Background: an optimization exercise with open tools, aiming at small area and a short achievable clock period. Do not read the settings as production practice.
Only simulation tests tie the RTL to the original design; equivalence was not proved.

## flow/design.v (module list and top-level ports; edited modules follow where they fit)
// module mult_front: 1048 lines
// module mult_back: 62 lines
// module floating_adder: 165 lines
// module pfx_add: 30 lines
// module cmp_add: 30 lines
// module conv_kernel: 43 lines
module conv_kernel(
  input         clk,
  input         rst_n,
  input         clear,
  input  [31:0] i_pixel,
  input  [31:0] i_weight,
  output [31:0] o_pixel
);
  // ...
==> flow/run.sh <==
#!/bin/bash
# synth_recipe.tcl (not shown) runs the flow's synth.tcl, then flattens the netlist and writes it again
# the make line also repeats each setting of config.mk as NAME=value (left out here)
make -C /OpenROAD-flow-scripts/flow DESIGN_CONFIG=/design/flow/config.mk WORK_HOME=/design/flow/orfs CLKGATE_MAP_FILE= SYNTH_SCRIPT=/design/flow/synth_recipe.tcl finish
==> flow/config.mk <==
export PLATFORM = sky130hd
export DESIGN_NAME = conv_kernel
export DESIGN_NICKNAME = conv_kernel
export VERILOG_FILES = /design/flow/design.v
export SDC_FILE = /design/flow/constraint.sdc
export NUM_CORES = 4
export LEC_CHECK = 0
export CAP_MARGIN = 20
export CORE_MARGIN = 2
export CORE_UTILIZATION = 40
export GPL_TIMING_DRIVEN = 1
export SETUP_SLACK_MARGIN = 5
export SLEW_MARGIN = 20
export TNS_END_PERCENT = 5
==> flow/constraint.sdc <==
create_clock -name core_clock -period 12.0 [get_ports {clk}]
set_input_delay 2.4000 -clock core_clock [delete_from_list [all_inputs] [get_ports {clk}]]
set_output_delay 2.4000 -clock core_clock [all_outputs]
set_load 0.01 [all_outputs]
==> results.tsv, run 1 <==
metric	value	unit
top sig layer	met5	
Worst Path Class, Setup	flop to flop	
multi-input combinational area share	0.746	
final instance count without filler cells	6287	
Hold Path Sink	add_a[31]	
Synth Area in Adders	0.239	
hold crit path type	flop to flop	
simple-gate share of the synthesized area	0.155	
status	timing/DRC/antenna clean	
largest net degree at the start of global routing	54	
setup violators final	0	
Crit Path Max Fanout	24	
input/output buffers	98	
number of signal-net buffers in the layout	401	
core box area	0.0952	mm²
inverters	452	
Die Span X	314	µm
top_reg_cell synth	dfxtp_1	
global-route wire length before repair	241	mm
fraction of area in registers	0.0846	
CP Capture Type	flop	
actual slew at the worst max-slew pin	1260	ps
CP top delay family	compound AO/OA/AOI/OAI gates	
Final Instance Area	0.0450	mm²
post-synth design cell area	0.0385	mm²
==> run 2: changes to the inputs <==
--- a/flow/config.mk
+++ b/flow/config.mk
@@ -8,7 +8,6 @@
 export CAP_MARGIN = 20
 export CORE_MARGIN = 2
 export CORE_UTILIZATION = 40
-export GPL_TIMING_DRIVEN = 1
 export SETUP_SLACK_MARGIN = 5
 export SLEW_MARGIN = 20
 export TNS_END_PERCENT = 5
==> run 2 against run 1 <==
Compared with the run above:
- highest routed layer unchanged
- fmax is the same
- flip-flop and latch count is the same
- routed wire length is the same
- non-clock buffer count unchanged
- still clean
- area after synthesis stayed put
- cell count is the same
- register-to-register slack hardly changed
- count of clock-buffer cells in the layout unchanged
==> results.tsv, run 2 <==
metric	value	unit	change
status	timing/DRC/antenna clean		
max frequency	143	MHz	
actual slew at the worst max-slew pin	1260	ps	unchanged
critical path data required time	12390	ps	
RSZ-0062 raised after global routing	true		
clock slew at reported path FFs	90	ps	
Pre-Repair DR Iteration Count	6		
Ports	99		
Worst Path Class, Setup	flop to flop		
filler cell count	9363		
Worst Setup EP	add_b[13]		
CP Capture Type	flop		
combinational family with the most area after synthesis	compound AO/OA/AOI/OAI gates		
Final Hold Vio Count	0		
most frequent cells in the layout	inv_1, nand2_1, xnor2_1		
Num CTS Buffers	17		
post-route DRC violation count	0		
asr flop ratio synth	0.185		
Avg Synthesized Cell Area	7.80	µm²	
mux share of post-synthesis cell area	0.0457		
sequential fraction of the synthesis area	0.0969		
Post-synth EDFFs	0		
Post-CTS Hold Buffers	0		
XOR/XNOR Fraction of Synth Area	0.112		
# Max-Cap Violations	0		
Setup Skew	17.2	ps	
complex-gate fraction of the synthesized area	0.269		
initial drt markers	4782		
Setup Total Neg Slack	0	ps	
max-slew violation count	0		
Total Wirelength	165	mm	
share of cells above drive strength 1	0.159		
Slew headroom	0.154		
crit start category	flop		
slowest CP cell	clkinvlp_4		
slowest stage delay, CP	440	ps	
clock latency at the later pin of the worst-skew pair	510	ps	
std cell rows	113		
Die ar.	0.0987	mm²	
number of flip-flops in the largest register	113		
Largest regs	mult_t: 113 flops, add_a: 32 flops, add_b: 32 flops		
nets@finish	5641		
largest net degree at the start of global routing	54		unchanged
Reg2Reg Depth	30		
simple-gate share of the synthesized area	0.155		unchanged
CTS tree	done		
Critical Path Source	add_b[23]		
global-route wire length before repair	241	mm	unchanged
Biggest register	mult_t		
Area contributors post-synth	fa_1, ha_1, dfxtp_1		
yosys warns	8		
vias in the first global route	37700		
post-synth design cell area	0.0385	mm²	unchanged
input/output buffers	98		unchanged
grt ovf	0		
DIE HEIGHT	314	µm	
DR vias	40300		
Crit Path Max Fanout	24		unchanged
synth unique cells	108		
H-tree depth	4		
leading cell type in the layout, fill and taps excluded	inv_1		
CP arrival	7400	ps	
P&R area growth vs syn	16.9	%	
GRT Total Usage	0.319		
Final Util	0.473		
starting density of the core	0.405		
synthesized flop and latch total	178		
DP HPWL	119	mm	
setup violators final	0		unchanged
Worst path most repeated cell	buf_4		
top-count cell post-synth	inv_1		
top_reg_cell synth	dfxtp_1		
cell taking the most area after synthesis	fa_1		
Synth top area share	0.147		
Final period util	0.584		
Commonest cells post-synth	inv_1, nand2_1, a21oi_1		
hold crit path type	flop to flop		
Vias/cell	6.42		
core box area	0.0952	mm²	unchanged
Period minus WS final	7010	ps	
Final Wtd Congestion	1.03		
clock tree buffer depth	2		
Worst R2R End	add_b[13]		
Synth Area in Adders	0.239		unchanged
r2r setup slk	4990	ps	
initial antenna violation count	5		
Die Span X	314	µm	unchanged
cell count after synthesis	4937		
reg-to-reg startpoint	add_b[23]		
drt wl/cell	26.2	µm	
Routed Antenna Nets	0		
clk root buf	clkbuf_16		
antenna diode count	0		
Clock Sinks	178		
[run 2: repair_timing]
item	CTS	global route
pin swaps	26	71
setup buffers	62	131
gates cloned	10	8
resized for setup	228	287
setup endpoints to repair	48	65
[run 2: logic make-up (layout without fill, tap and decap cells)]
kind of cell | Yosys count | in the layout
simple gates | 1207 | 1209
fa+ha+maj | 565 | 565
buf+inv | 807 | 885
other cells | 1 | 3
flops | 178 | 178
compound gates | 1536 | 1539
xor+xnor | 492 | 492
mux | 151 | 151
[run 2: critical path, delay by kind of cell (launching register included)]
kind	cells	cell delay, ps
simple gates	8	1260
fa+ha+maj	3	1020
flops	1	420
buf+inv	9	1980
compound gates	10	2150
[run 2: layout make-up]
class                      count  area, µm²  share of cell area
multi-input combinational   3959      33600               0.746
sequential                   178       3810              0.0846
timing repair buffer         401       3580              0.0796
inverter                     446       1770              0.0392
tap                         1265       1580              0.0352
clock buffer                  17        425             0.00945
clock inverter                15        210             0.00467
timing repair inverter         6       41.3            0.000917
[run 2: worst min-delay path by stage]
stage	from	to	cells past startpoint
after floorplan	mult_t[95]	add_a[31]	1
after global placement	mult_t[95]	add_a[31]	1
after detailed placement	mult_t[95]	add_a[31]	1
after CTS	mult_t[95]	add_a[31]	1
after global routing	mult_t[95]	add_a[31]	1
final	mult_t[95]	add_a[31]	1
[run 2: stage by stage]
stage	cell area [µm²]	hold WS, ps	worst slack, ps	cells
6_report	45000	479	4990	6287
3_5_place_dp	40600	472	2760	6044
3_3_place_gp	40500	465	2760	6044
5_1_grt	45000	497	4760	6287
2_1_floorplan	38600	442	4970	4939
4_1_cts	42700	484	4860	6148
[run 2: routing by layer]
layer,GRT usage,share of wire,up-vias
met5,0.000967,0.00016,-
met1,0.408,0.39,19500
met4,0.185,0.065,4
met2,0.501,0.44,2462
met3,0.0592,0.10,553
li1,-,-,17900

-- separate check: timing with driven ports --
How much do the figures lean on ideal ports? The routed layouts below were timed once more, with nothing changed but the port constraints.
Step 1: set_driving_cell puts a clkbuf_16 on clk and a buf_2 on each other input, an assumption about the parent block.
Step 2 moves the port delays by t, midway between the first and last clock arrival at a register: inputs arrive t later, outputs are due t later. That takes back most of the time a late clock gives input paths.
a / b / c = no drivers / after step 1 / after step 2; a / b = the first two.
| run | t, ns | setup WS [ns] | latest minus earliest clock arrival (ns) |
|---|---|---|---|
| run 1 | 0.567 | 4.987 / 4.987 / 4.537 | 0.018 / 0.017 |
| run 2 | 0.567 | 4.987 / 4.987 / 4.537 | 0.018 / 0.017 |
After both steps setup and hold are still met in every run listed.
